From an optimization exercise on the open Yosys and OpenROAD flow, aimed at small area; shortcuts taken in it are not production practice.
The RTL was checked by simulation tests, not by an equivalence proof against the original design.
The clock input has no modelled driver; a real chip could not lean on it and would need a root buffer or a full tree.
Power is estimated from default activity; no workload was simulated.

// driver
module driver(
    input clk,
    input rst,
    input NE1,
    input NWE,
    input [2:0] ADDR,
    input [7:0] DATA,
    output r,
    output g,
    output b,
    output h_sync,
    output v_sync
);
For scale: roughly 400 cells after synthesis, roughly 47 flip-flops, about 20 I/O pins, about 2900 um2 of cells after synthesis.
export LEC_CHECK = 0
export CAP_MARGIN = 20
export CORE_MARGIN = 2
export CORE_UTILIZATION = 55
export GPL_TIMING_DRIVEN = 0
export PLACE_DENSITY = 0.7
export SLEW_MARGIN = 20
create_clock -name core_clock -period 5.0 [get_ports {clk}]
standard.sh (not shown) runs the stock make flow with config.mk's settings and CLKGATE_MAP_FILE= SYNTH_SCRIPT=/design/flow/synth_recipe.tcl, a recipe that flattens the netlist after the stock synthesis.
==> flow/flow/run.sh <==
#!/bin/bash
# Own layout flow: the standard ORFS flow (standard.sh), with these
# changes only:
#  - synthesis is the standard script, but ABC maps with flow/abc.script
#    (area-oriented) and the full-adder extraction step is skipped; the
#    flip-flops are mapped before ABC exactly as in the standard synthesis;
#  - port buffers use the smallest buffer (buf_1);
#  - clock tree synthesis inserts no dummy loads.
set -euo pipefail
W=$PWD
sed "s#log_cmd abc {\*}\$abc_args#log_cmd abc -script $W/flow/abc.script {*}[lrange \$abc_args 2 end]#" \
    "$FLOW_HOME/scripts/synth.tcl" > "$W/synth_mod.tcl"
grep -q "flow/abc.script" "$W/synth_mod.tcl"
sed "s#\$::env(SCRIPTS_DIR)/synth.tcl#$W/synth_mod.tcl#" "$W/synth_recipe.tcl" > "$W/my_synth.tcl"
grep -q "synth_mod.tcl" "$W/my_synth.tcl"
sed "s#SYNTH_SCRIPT=[^ ]*#SYNTH_SCRIPT=$W/my_synth.tcl#" "$W/standard.sh" > "$W/my_standard.sh"
grep -q "my_synth.tcl" "$W/my_standard.sh"
CTS="-sink_clustering_enable -repair_clock_nets -dont_use_dummy_load"
[ -f "$W/flow/cts_args" ] && CTS="$CTS $(cat "$W/flow/cts_args")"
bash "$W/my_standard.sh" ADDER_MAP_FILE= \
    "BUFFER_PORTS_ARGS=-buffer_cell sky130_fd_sc_hd__buf_1" \
    "CTS_ARGS=$CTS" \
    finish > "$W/flow_make.log" 2>&1
==> flow/flow/abc.script <==
strash
dch -f
amap
topo
The baseline ran to the end with no violations.
Rerun with:
--- a/flow/flow/run.sh
+++ b/flow/flow/run.sh
@@ -18,3 +18,3 @@
 CTS="-sink_clustering_enable -repair_clock_nets -dont_use_dummy_load"
-[ -f "$W/flow/cts_args" ] && CTS="$CTS $(cat "$W/flow/cts_args")"
+[ -f "$W/flow/cts_args" ] && CTS="$(cat "$W/flow/cts_args")"
 bash "$W/my_standard.sh" ADDER_MAP_FILE= \
==> flow/flow/abc.script (replaced) <==
strash
dch -f
amap
topo
upsize -D 3400
dnsize -D 3400
- CORE_UTILIZATION: 55 -> 70
- PLACE_DENSITY: 0.7 -> 0.85
What happened:
- total power came out lower by 3.3%
- die area came out lower by 17%
- worst hold slack hardly moves
- final cell count decreases by 5.1%
- routed wire length goes down by 4.8%
Rerun with:
==> flow/flow/cts_args (new file) <==
-sink_clustering_enable -repair_clock_nets -dont_use_dummy_load -buf_list sky130_fd_sc_hd__clkbuf_16 -root_buf sky130_fd_sc_hd__clkbuf_16 -sink_clustering_size 50 -sink_clustering_max_diameter 300
- CORE_UTILIZATION: 70 -> 55
- PLACE_DENSITY: 0.85 -> 0.7
The changed run ran to the end with no violations.
Global-route usage decreases by 4.4 points.
Setup slack gets worse by 0.054 ns.
Power increases by 11%.
Non-clock buffer count does not change.
Routed wire length increases by 1.8%.
Core utilization decreases by 15 points.
Clock-buffer cell count does not change.
Sequential share of layout area decreases by 1.1 points.
Clock power increases by 45%.
Rerun with:
--- a/flow/flow/run.sh
+++ b/flow/flow/run.sh
@@ -18,3 +18,3 @@
 CTS="-sink_clustering_enable -repair_clock_nets -dont_use_dummy_load"
-[ -f "$W/flow/cts_args" ] && CTS="$(cat "$W/flow/cts_args")"
+[ -f "$W/flow/cts_args" ] && CTS="$CTS $(cat "$W/flow/cts_args")"
 bash "$W/my_standard.sh" ADDER_MAP_FILE= \
removed: flow/flow/cts_args
Result:
- The changed run went through all stages and came out clean
- setup slack degrades by 0.013 ns
- total power shrinks by 9.2%
- area after synthesis does not change
- via count shrinks by 0.37%
- critical path depth is unchanged
- final area shrinks by 1.7%
- maximum frequency stays flat

---

Starting RTL as in the previous note.
clock: 5.0 ns
lec_check: 0
cap_margin: 20
core_margin: 2
core_utilization: 55
gpl_timing_driven: 0
place_density: 0.7
slew_margin: 20
==> flow/flow/run.sh <==
#!/bin/bash
# Own layout flow: the standard ORFS flow (standard.sh), with these
# changes only:
#  - synthesis is the standard script, but ABC maps with flow/abc.script
#    (area-oriented) and the full-adder extraction step is skipped; the
#    flip-flops are mapped before ABC exactly as in the standard synthesis;
#  - port buffers use the smallest buffer (buf_1);
#  - clock tree synthesis inserts no dummy loads.
set -euo pipefail
W=$PWD
sed "s#log_cmd abc {\*}\$abc_args#log_cmd abc -script $W/flow/abc.script {*}[lrange \$abc_args 2 end]#" \
    "$FLOW_HOME/scripts/synth.tcl" > "$W/synth_mod.tcl"
grep -q "flow/abc.script" "$W/synth_mod.tcl"
sed "s#\$::env(SCRIPTS_DIR)/synth.tcl#$W/synth_mod.tcl#" "$W/synth_recipe.tcl" > "$W/my_synth.tcl"
grep -q "synth_mod.tcl" "$W/my_synth.tcl"
sed "s#SYNTH_SCRIPT=[^ ]*#SYNTH_SCRIPT=$W/my_synth.tcl#" "$W/standard.sh" > "$W/my_standard.sh"
grep -q "my_synth.tcl" "$W/my_standard.sh"
CTS="-sink_clustering_enable -repair_clock_nets -dont_use_dummy_load"
[ -f "$W/flow/cts_args" ] && CTS="$(cat "$W/flow/cts_args")"
bash "$W/my_standard.sh" ADDER_MAP_FILE= \
    "BUFFER_PORTS_ARGS=-buffer_cell sky130_fd_sc_hd__buf_1" \
    "CTS_ARGS=$CTS" \
    finish > "$W/flow_make.log" 2>&1
==> flow/flow/abc.script <==
strash
dch -f
amap
topo
upsize -D 3400
dnsize -D 3400
==> flow/flow/cts_args <==
-repair_clock_nets -dont_use_dummy_load -buf_list sky130_fd_sc_hd__clkbuf_8
The starting point passed the timing, DRC and antenna checks.
Then changed:
--- a/flow/flow/run.sh
+++ b/flow/flow/run.sh
@@ -19 +19 @@
-[ -f "$W/flow/cts_args" ] && CTS="$(cat "$W/flow/cts_args")"
+[ -f "$W/flow/cts_args" ] && CTS="$CTS $(cat "$W/flow/cts_args")"
==> flow/flow/cts_args (replaced) <==
-buf_list sky130_fd_sc_hd__clkbuf_8 -root_buf sky130_fd_sc_hd__clkbuf_8 -sink_clustering_size 24 -sink_clustering_max_diameter 80
=>
- count of clock-buffer cells in the layout is unchanged
- sequential share of layout area does not change
- critical path depth stays the same
- final area is unchanged
- final cell count does not change
- first-iteration DRC count does not change
- sequential power hardly moves

---

Another version of the RTL of driver (not shown whole).
For scale: ~350 cells after synthesis, roughly 20 I/O pins, roughly 2700 µm² of cells after synthesis.
export LEC_CHECK = 0
export CAP_MARGIN = 20
export CORE_MARGIN = 2
export CORE_UTILIZATION = 55
export GPL_TIMING_DRIVEN = 0
export PLACE_DENSITY = 0.7
export SLEW_MARGIN = 20
create_clock -name core_clock -period 5.0 [get_ports {clk}]
==> flow/flow/run.sh <==
#!/bin/bash
# Own layout flow: the standard ORFS flow (standard.sh), with these
# changes only:
#  - synthesis is the standard script, but ABC maps with flow/abc.script
#    (area-oriented) and the full-adder extraction step is skipped; the
#    flip-flops are mapped before ABC exactly as in the standard synthesis;
#  - port buffers use the smallest buffer (buf_1);
#  - clock tree synthesis inserts no dummy loads;
#  - after the global-route timing repair, gates off the critical paths
#    are downsized again (RECOVER_POWER).
set -euo pipefail
W=$PWD
sed "s#log_cmd abc {\*}\$abc_args#log_cmd abc -script $W/flow/abc.script {*}[lrange \$abc_args 2 end]#" \
    "$FLOW_HOME/scripts/synth.tcl" > "$W/synth_mod.tcl"
grep -q "flow/abc.script" "$W/synth_mod.tcl"
sed "s#\$::env(SCRIPTS_DIR)/synth.tcl#$W/synth_mod.tcl#" "$W/synth_recipe.tcl" > "$W/my_synth.tcl"
grep -q "synth_mod.tcl" "$W/my_synth.tcl"
sed "s#SYNTH_SCRIPT=[^ ]*#SYNTH_SCRIPT=$W/my_synth.tcl#" "$W/standard.sh" > "$W/my_standard.sh"
grep -q "my_synth.tcl" "$W/my_standard.sh"
CTS="-sink_clustering_enable -repair_clock_nets -dont_use_dummy_load"
[ -f "$W/flow/cts_args" ] && CTS="$(cat "$W/flow/cts_args")"
bash "$W/my_standard.sh" ADDER_MAP_FILE= \
    "BUFFER_PORTS_ARGS=-buffer_cell sky130_fd_sc_hd__buf_1" \
    "CTS_ARGS=$CTS" \
    RECOVER_POWER=100 \
    finish > "$W/flow_make.log" 2>&1
==> flow/flow/abc.script <==
strash
dch
amap
topo
mfs3 -a
topo
Rerun with:
--- a/flow/flow/run.sh
+++ b/flow/flow/run.sh
@@ -7,5 +7,7 @@
 #  - port buffers use the smallest buffer (buf_1);
-#  - clock tree synthesis inserts no dummy loads;
-#  - after the global-route timing repair, gates off the critical paths
-#    are downsized again (RECOVER_POWER).
+#  - instead of clock tree synthesis, flow/clock.tcl drives all flip-flops
+#    from one clock buffer;
+#  - timing repair only resizes and swaps pins (no new buffers), and after
+#    the global-route repair, gates off the critical paths are downsized
+#    again (RECOVER_POWER).
 set -euo pipefail
@@ -19,8 +21,14 @@
 grep -q "my_synth.tcl" "$W/my_standard.sh"
-CTS="-sink_clustering_enable -repair_clock_nets -dont_use_dummy_load"
-[ -f "$W/flow/cts_args" ] && CTS="$(cat "$W/flow/cts_args")"
+# ORFS scripts with clock_tree_synthesis replaced by flow/clock.tcl
+rm -rf "$W/scripts"
+cp -r "$FLOW_HOME/scripts" "$W/scripts"
+sed -i 's#^log_cmd clock_tree_synthesis {\*}\$cts_args#source $::env(CLOCK_TCL)#' "$W/scripts/cts.tcl"
+grep -q 'CLOCK_TCL' "$W/scripts/cts.tcl"
 bash "$W/my_standard.sh" ADDER_MAP_FILE= \
     "BUFFER_PORTS_ARGS=-buffer_cell sky130_fd_sc_hd__buf_1" \
-    "CTS_ARGS=$CTS" \
+    "SCRIPTS_DIR=$W/scripts" \
+    "CLOCK_TCL=$W/flow/clock.tcl" \
+    CLOCK_BUF_CELL=sky130_fd_sc_hd__clkbuf_16 \
     RECOVER_POWER=100 \
+    SETUP_MOVE_SEQUENCE=unbuffer,sizeup,swap \
     finish > "$W/flow_make.log" 2>&1
==> flow/flow/clock.tcl (new file) <==
# Clock distribution in place of clock_tree_synthesis: one clock buffer,
# placed at the centroid of the flip-flops, drives every clock pin; the
# clock port drives only that buffer.
set block [ord::get_db_block]
set clk_net [$block findNet clk]
set xs 0.0
set ys 0.0
set n 0
foreach it [$clk_net getITerms] {
  set bb [[$it getInst] getBBox]
  set xs [expr {$xs + ([$bb xMin] + [$bb xMax]) / 2.0}]
  set ys [expr {$ys + ([$bb yMin] + [$bb yMax]) / 2.0}]
  incr n
}
set dbu [$block getDbUnitsPerMicron]
set loc [list [expr {$xs / $n / $dbu}] [expr {$ys / $n / $dbu}]]
puts "clock.tcl: $n clock pins, buffer at $loc"
log_cmd insert_buffer -buffer_cell $::env(CLOCK_BUF_CELL) -net clk -location $loc \
  -buffer_name clkbuf_root -net_name clknet_root
$clk_net setSigType CLOCK
[$block findNet clknet_root] setSigType CLOCK
Outcome: The new run never finished: it broke off in 4_1_cts; area after synthesis stays the same; synthesized cell count stays the same.
Rerun with:
--- a/flow/flow/run.sh
+++ b/flow/flow/run.sh
@@ -30,3 +30,3 @@
     "CLOCK_TCL=$W/flow/clock.tcl" \
-    CLOCK_BUF_CELL=sky130_fd_sc_hd__clkbuf_16 \
+    CLOCK_BUF_CELL=sky130_fd_sc_hd__clkbuf_16 CLOCK_BUF_COUNT=2 \
     RECOVER_POWER=100 \
==> flow/flow/clock.tcl (replaced) <==
# Clock distribution in place of clock_tree_synthesis: the flip-flops are
# split by x position into CLOCK_BUF_COUNT groups of (nearly) equal size,
# and each group is driven by one CLOCK_BUF_CELL buffer placed at the
# group's centroid. The clock port drives only these buffers.
set block [ord::get_db_block]
set dbu [$block getDbUnitsPerMicron]
set clk_net [$block findNet clk]
set sinks {}
foreach it [$clk_net getITerms] {
  set bb [[$it getInst] getBBox]
  set x [expr {([$bb xMin] + [$bb xMax]) / 2.0 / $dbu}]
  set y [expr {([$bb yMin] + [$bb yMax]) / 2.0 / $dbu}]
  lappend sinks [list $x $y "[[$it getInst] getName]/[[$it getMTerm] getName]"]
}
set sinks [lsort -real -index 0 $sinks]
set n [llength $sinks]
set k $::env(CLOCK_BUF_COUNT)
puts "clock.tcl: $n clock pins, $k buffers"
for {set g 0} {$g < $k} {incr g} {
  set lo [expr {($g * $n) / $k}]
  set hi [expr {(($g + 1) * $n) / $k - 1}]
  set group [lrange $sinks $lo $hi]
  # within the group, the buffer goes to the centroid
  set xs 0.0
  set ys 0.0
  set pins {}
  foreach s $group {
    set xs [expr {$xs + [lindex $s 0]}]
    set ys [expr {$ys + [lindex $s 1]}]
    lappend pins [get_pins [lindex $s 2]]
  }
  set m [llength $group]
  set loc [list [expr {$xs / $m}] [expr {$ys / $m}]]
  puts "clock.tcl: group $g: $m pins, buffer at $loc"
  insert_buffer -buffer_cell $::env(CLOCK_BUF_CELL) -net clk -location $loc \
    -buffer_name clkbuf_g$g -net_name clknet_g$g -load_pins $pins
}
set its [$clk_net getITerms]
if { [llength $its] != $k } { error "clock.tcl: clock port drives [llength $its] pins" }
$clk_net setSigType CLOCK
foreach it $its {
  set buf [$it getInst]
  set out_net [[$buf findITerm X] getNet]
  $out_net setSigType CLOCK
  puts "clock.tcl: [$buf getName] ([[$buf getMaster] getName]) drives [$out_net getName], [llength [$out_net getITerms]] pins"
}
The new run completed without violations. Synthesized cell count stays the same. Area after synthesis does not change.
In the third run of this note the design's own scripts or RTL, not TritonCTS, make the clock network.

---

## job 1480
Starting RTL as in the previous note.
==> flow/config.mk <==
export PLATFORM = sky130hd
export DESIGN_NAME = driver
export DESIGN_NICKNAME = driver
export VERILOG_FILES = /design/flow/design.v
export SDC_FILE = /design/flow/constraint.sdc
export NUM_CORES = 4
export LEC_CHECK = 0
export CAP_MARGIN = 20
export CORE_MARGIN = 2
export CORE_UTILIZATION = 55
export GPL_TIMING_DRIVEN = 0
export PLACE_DENSITY = 0.7
export SLEW_MARGIN = 20
==> flow/constraint.sdc <==
create_clock -name core_clock -period 5.0 [get_ports {clk}]
set_input_delay 1.0000 -clock core_clock [delete_from_list [all_inputs] [get_ports {clk}]]
set_output_delay 1.0000 -clock core_clock [all_outputs]
set_load 0.01 [all_outputs]
==> flow/flow/run.sh <==
#!/bin/bash
# Own layout flow: the standard ORFS flow (standard.sh), with these
# changes only:
#  - synthesis is the standard script, but ABC maps with flow/abc.script
#    (area-oriented) and the full-adder extraction step is skipped; the
#    flip-flops are mapped before ABC exactly as in the standard synthesis;
#  - port buffers use the smallest buffer (buf_1);
#  - clock tree synthesis inserts no dummy loads;
#  - after the global-route timing repair, gates off the critical paths
#    are downsized again (RECOVER_POWER).
set -euo pipefail
W=$PWD
sed "s#log_cmd abc {\*}\$abc_args#log_cmd abc -script $W/flow/abc.script {*}[lrange \$abc_args 2 end]#" \
    "$FLOW_HOME/scripts/synth.tcl" > "$W/synth_mod.tcl"
grep -q "flow/abc.script" "$W/synth_mod.tcl"
sed "s#\$::env(SCRIPTS_DIR)/synth.tcl#$W/synth_mod.tcl#" "$W/synth_recipe.tcl" > "$W/my_synth.tcl"
grep -q "synth_mod.tcl" "$W/my_synth.tcl"
sed "s#SYNTH_SCRIPT=[^ ]*#SYNTH_SCRIPT=$W/my_synth.tcl#" "$W/standard.sh" > "$W/my_standard.sh"
grep -q "my_synth.tcl" "$W/my_standard.sh"
CTS="-sink_clustering_enable -repair_clock_nets -dont_use_dummy_load"
[ -f "$W/flow/cts_args" ] && CTS="$(cat "$W/flow/cts_args")"
bash "$W/my_standard.sh" ADDER_MAP_FILE= \
    "BUFFER_PORTS_ARGS=-buffer_cell sky130_fd_sc_hd__buf_1" \
    "CTS_ARGS=$CTS" \
    RECOVER_POWER=100 \
    finish > "$W/flow_make.log" 2>&1
==> flow/flow/abc.script <==
strash
dch
amap
topo
mfs3 -a
topo
mfs3 -a
topo
[inputs] job 5940 vs job 1480
--- a/flow/flow/run.sh
+++ b/flow/flow/run.sh
@@ -25,0 +26 @@
+    SETUP_MOVE_SEQUENCE=unbuffer,sizeup,swap \
==> flow/flow/abc.script <==
strash
dch
amap
topo
mfs3 -a
topo
--- outcome ---
Job 5940 | stages: all done | timing, DRC, antenna: all pass. The more densely filled core belongs to job 1480, not job 5940. [compare] base=job 1480 new=job 5940: total power went down 13 uW, fmax went up 2.2 MHz, via count of the first global-routing pass went down 102, synthesized cell count held, global-route usage went down 0.61 points. Data arrival at the endpoint of the critical path for job 5940: 40 ps down relative to job 1480.
Modified inputs, job 7227 compared to job 5940
--- a/flow/flow/run.sh
+++ b/flow/flow/run.sh
@@ -8,3 +8,5 @@
-#  - clock tree synthesis inserts no dummy loads;
-#  - after the global-route timing repair, gates off the critical paths
-#    are downsized again (RECOVER_POWER).
+#  - instead of clock tree synthesis, flow/clock.tcl drives all flip-flops
+#    from one clock buffer;
+#  - timing repair only resizes and swaps pins (no new buffers), and after
+#    the global-route repair, gates off the critical paths are downsized
+#    again (RECOVER_POWER).
@@ -20,2 +22,5 @@
-CTS="-sink_clustering_enable -repair_clock_nets -dont_use_dummy_load"
-[ -f "$W/flow/cts_args" ] && CTS="$(cat "$W/flow/cts_args")"
+# ORFS scripts with clock_tree_synthesis replaced by flow/clock.tcl
+rm -rf "$W/scripts"
+cp -r "$FLOW_HOME/scripts" "$W/scripts"
+sed -i 's#^log_cmd clock_tree_synthesis {\*}\$cts_args#source $::env(CLOCK_TCL)#' "$W/scripts/cts.tcl"
+grep -q 'CLOCK_TCL' "$W/scripts/cts.tcl"
@@ -24 +29,3 @@
-    "CTS_ARGS=$CTS" \
+    "SCRIPTS_DIR=$W/scripts" \
+    "CLOCK_TCL=$W/flow/clock.tcl" \
+    CLOCK_BUF_CELL=sky130_fd_sc_hd__clkbuf_16 \
==> flow/flow/clock.tcl (new file) <==
# Clock distribution in place of clock_tree_synthesis: one clock buffer,
# placed at the centroid of the flip-flops, drives every clock pin; the
# clock port drives only that buffer.
set block [ord::get_db_block]
set clk_net [$block findNet clk]
set xs 0.0
set ys 0.0
set n 0
foreach it [$clk_net getITerms] {
  set bb [[$it getInst] getBBox]
  set xs [expr {$xs + ([$bb xMin] + [$bb xMax]) / 2.0}]
  set ys [expr {$ys + ([$bb yMin] + [$bb yMax]) / 2.0}]
  incr n
}
set dbu [$block getDbUnitsPerMicron]
set loc [list [expr {$xs / $n / $dbu}] [expr {$ys / $n / $dbu}]]
puts "clock.tcl: $n clock pins, buffer at $loc"
log_cmd insert_buffer -buffer_cell $::env(CLOCK_BUF_CELL) -net clk -location $loc \
  -buffer_name clkbuf_root -net_name clknet_root
set buf [$block findInst clkbuf_root]
if { $buf == "NULL" } { error "clock.tcl: no clock buffer inserted" }
set out_net [[$buf findITerm X] getNet]
puts "clock.tcl: [$buf getName] ([[$buf getMaster] getName]) drives [$out_net getName], [llength [$out_net getITerms]] pins"
[[$buf findITerm A] getNet] setSigType CLOCK
$out_net setSigType CLOCK
Findings:
Job 7227 never completed; the flow aborted with a tool error in 4_1_cts.
Job 5940 → job 7227: synthesized cell count flat, post-synth net total flat.
Going from job 5940 to job 7227, HPWL reported at the end of detailed placement was more or less identical; flip-flop and latch count after synthesis neither gained nor lost much; floorplan die width roughly the same.
[inputs] job 5274 vs job 7227
--- a/flow/flow/run.sh
+++ b/flow/flow/run.sh
@@ -8,2 +8 @@
-#  - instead of clock tree synthesis, flow/clock.tcl drives all flip-flops
-#    from one clock buffer;
+#  - clock tree synthesis inserts no dummy loads;
@@ -22,5 +21,2 @@
-# ORFS scripts with clock_tree_synthesis replaced by flow/clock.tcl
-rm -rf "$W/scripts"
-cp -r "$FLOW_HOME/scripts" "$W/scripts"
-sed -i 's#^log_cmd clock_tree_synthesis {\*}\$cts_args#source $::env(CLOCK_TCL)#' "$W/scripts/cts.tcl"
-grep -q 'CLOCK_TCL' "$W/scripts/cts.tcl"
+CTS="-sink_clustering_enable -repair_clock_nets -dont_use_dummy_load"
+[ -f "$W/flow/cts_args" ] && CTS="$(cat "$W/flow/cts_args")"
@@ -29,3 +25 @@
-    "SCRIPTS_DIR=$W/scripts" \
-    "CLOCK_TCL=$W/flow/clock.tcl" \
-    CLOCK_BUF_CELL=sky130_fd_sc_hd__clkbuf_16 \
+    "CTS_ARGS=$CTS" \
removed: flow/flow/clock.tcl
## What came out
Diff job 5274..job 7227 | synthesized area | unchanged. Job 7227 -> job 5274: simple-gate share of the synthesized area delta 0, exact match. From job 5274 to job 7227, synthesized cell count did not move at all. FAIL: job 7227; every other run in job 5274 and job 7227 is clean. Stage in which a tool error killed job 7227: 4_1_cts. Reported for job 5274 and job 7227, placement-stage worst setup slack turned out identical to the last digit.
[inputs] job 4839 vs job 5274
--- a/flow/flow/run.sh
+++ b/flow/flow/run.sh
@@ -8,4 +8 @@
-#  - clock tree synthesis inserts no dummy loads;
-#  - timing repair only resizes and swaps pins (no new buffers), and after
-#    the global-route repair, gates off the critical paths are downsized
-#    again (RECOVER_POWER).
+#  - clock tree synthesis inserts no dummy loads.
@@ -26,2 +22,0 @@
-    RECOVER_POWER=100 \
-    SETUP_MOVE_SEQUENCE=unbuffer,sizeup,swap \
==> flow/flow/abc.script <==
strash
dch
amap
topo
### Flow results
- Job 4839: all stages complete, timing, DRC and antenna checks passed
- Job 4839 — final wirelength 1.5% higher, job 5274 as reference
- Placement-stage worst setup slack ends up higher on job 5274.
- Of the two candidates, job 5274 has the better total power and job 4839 the worse one.
- | internal power of the cells | job 4839 vs job 5274 | worse |
- The design area reported for job 4839 is greater than that of job 5274 by 1.1%.
- Between job 5274 and job 4839, hold slack decreased.
- Job 5274 → job 4839: post-route minimum period rose by 140 ps; die footprint has increased.

-- separate check: timing with driven ports --
How much do the figures lean on ideal ports? The routed layouts below were timed once more, with nothing changed but the port constraints.
Step 1 sets driving cells, clkbuf_16 on the clock port and buf_2 on the other inputs (assumed; they add their load-dependent delay and slew).
Step 2 times the ports against the registers' clock, not the clock port: input delays grow and output delays shrink by t, the midpoint of the rising clock arrivals with the driver on.
a / b / c = ideal / step 1 / step 2; a / b = the first two.
run | shift t [ns] | setup slack, ns | worst register clock-pin slew, ns
the first run of note 1 | 0.315 | 0.321 / 0.321 / 0.321 | 0.09 / 0.09
the second run of note 1 | 0.315 | 0.463 / 0.463 / 0.463 | 0.08 / 0.08
the third run of note 1 | 0.314 | 0.409 / 0.409 / 0.409 | 0.07 / 0.07
the fourth run of note 1 | 0.323 | 0.396 / 0.396 / 0.396 | 0.10 / 0.10
the first run of note 2 | 0.323 | 0.396 / 0.396 / 0.396 | 0.10 / 0.10
the second run of note 2 | 0.323 | 0.396 / 0.396 / 0.396 | 0.10 / 0.10
the first run of note 3 | 0.314 | 0.459 / 0.459 / 0.459 | 0.09 / 0.09
the third run of note 3 | 0.201 | 0.466 / 0.466 / 0.466 | 0.10 / 0.10
job 1480 | 0.319 | 0.471 / 0.471 / 0.471 | 0.09 / 0.09
job 5940 | 0.314 | 0.516 / 0.516 / 0.516 | 0.09 / 0.09
job 5274 | 0.314 | 0.516 / 0.516 / 0.516 | 0.09 / 0.09
job 4839 | 0.317 | 0.381 / 0.381 / 0.381 | 0.09 / 0.09
After both steps setup and hold are still met in every run listed.
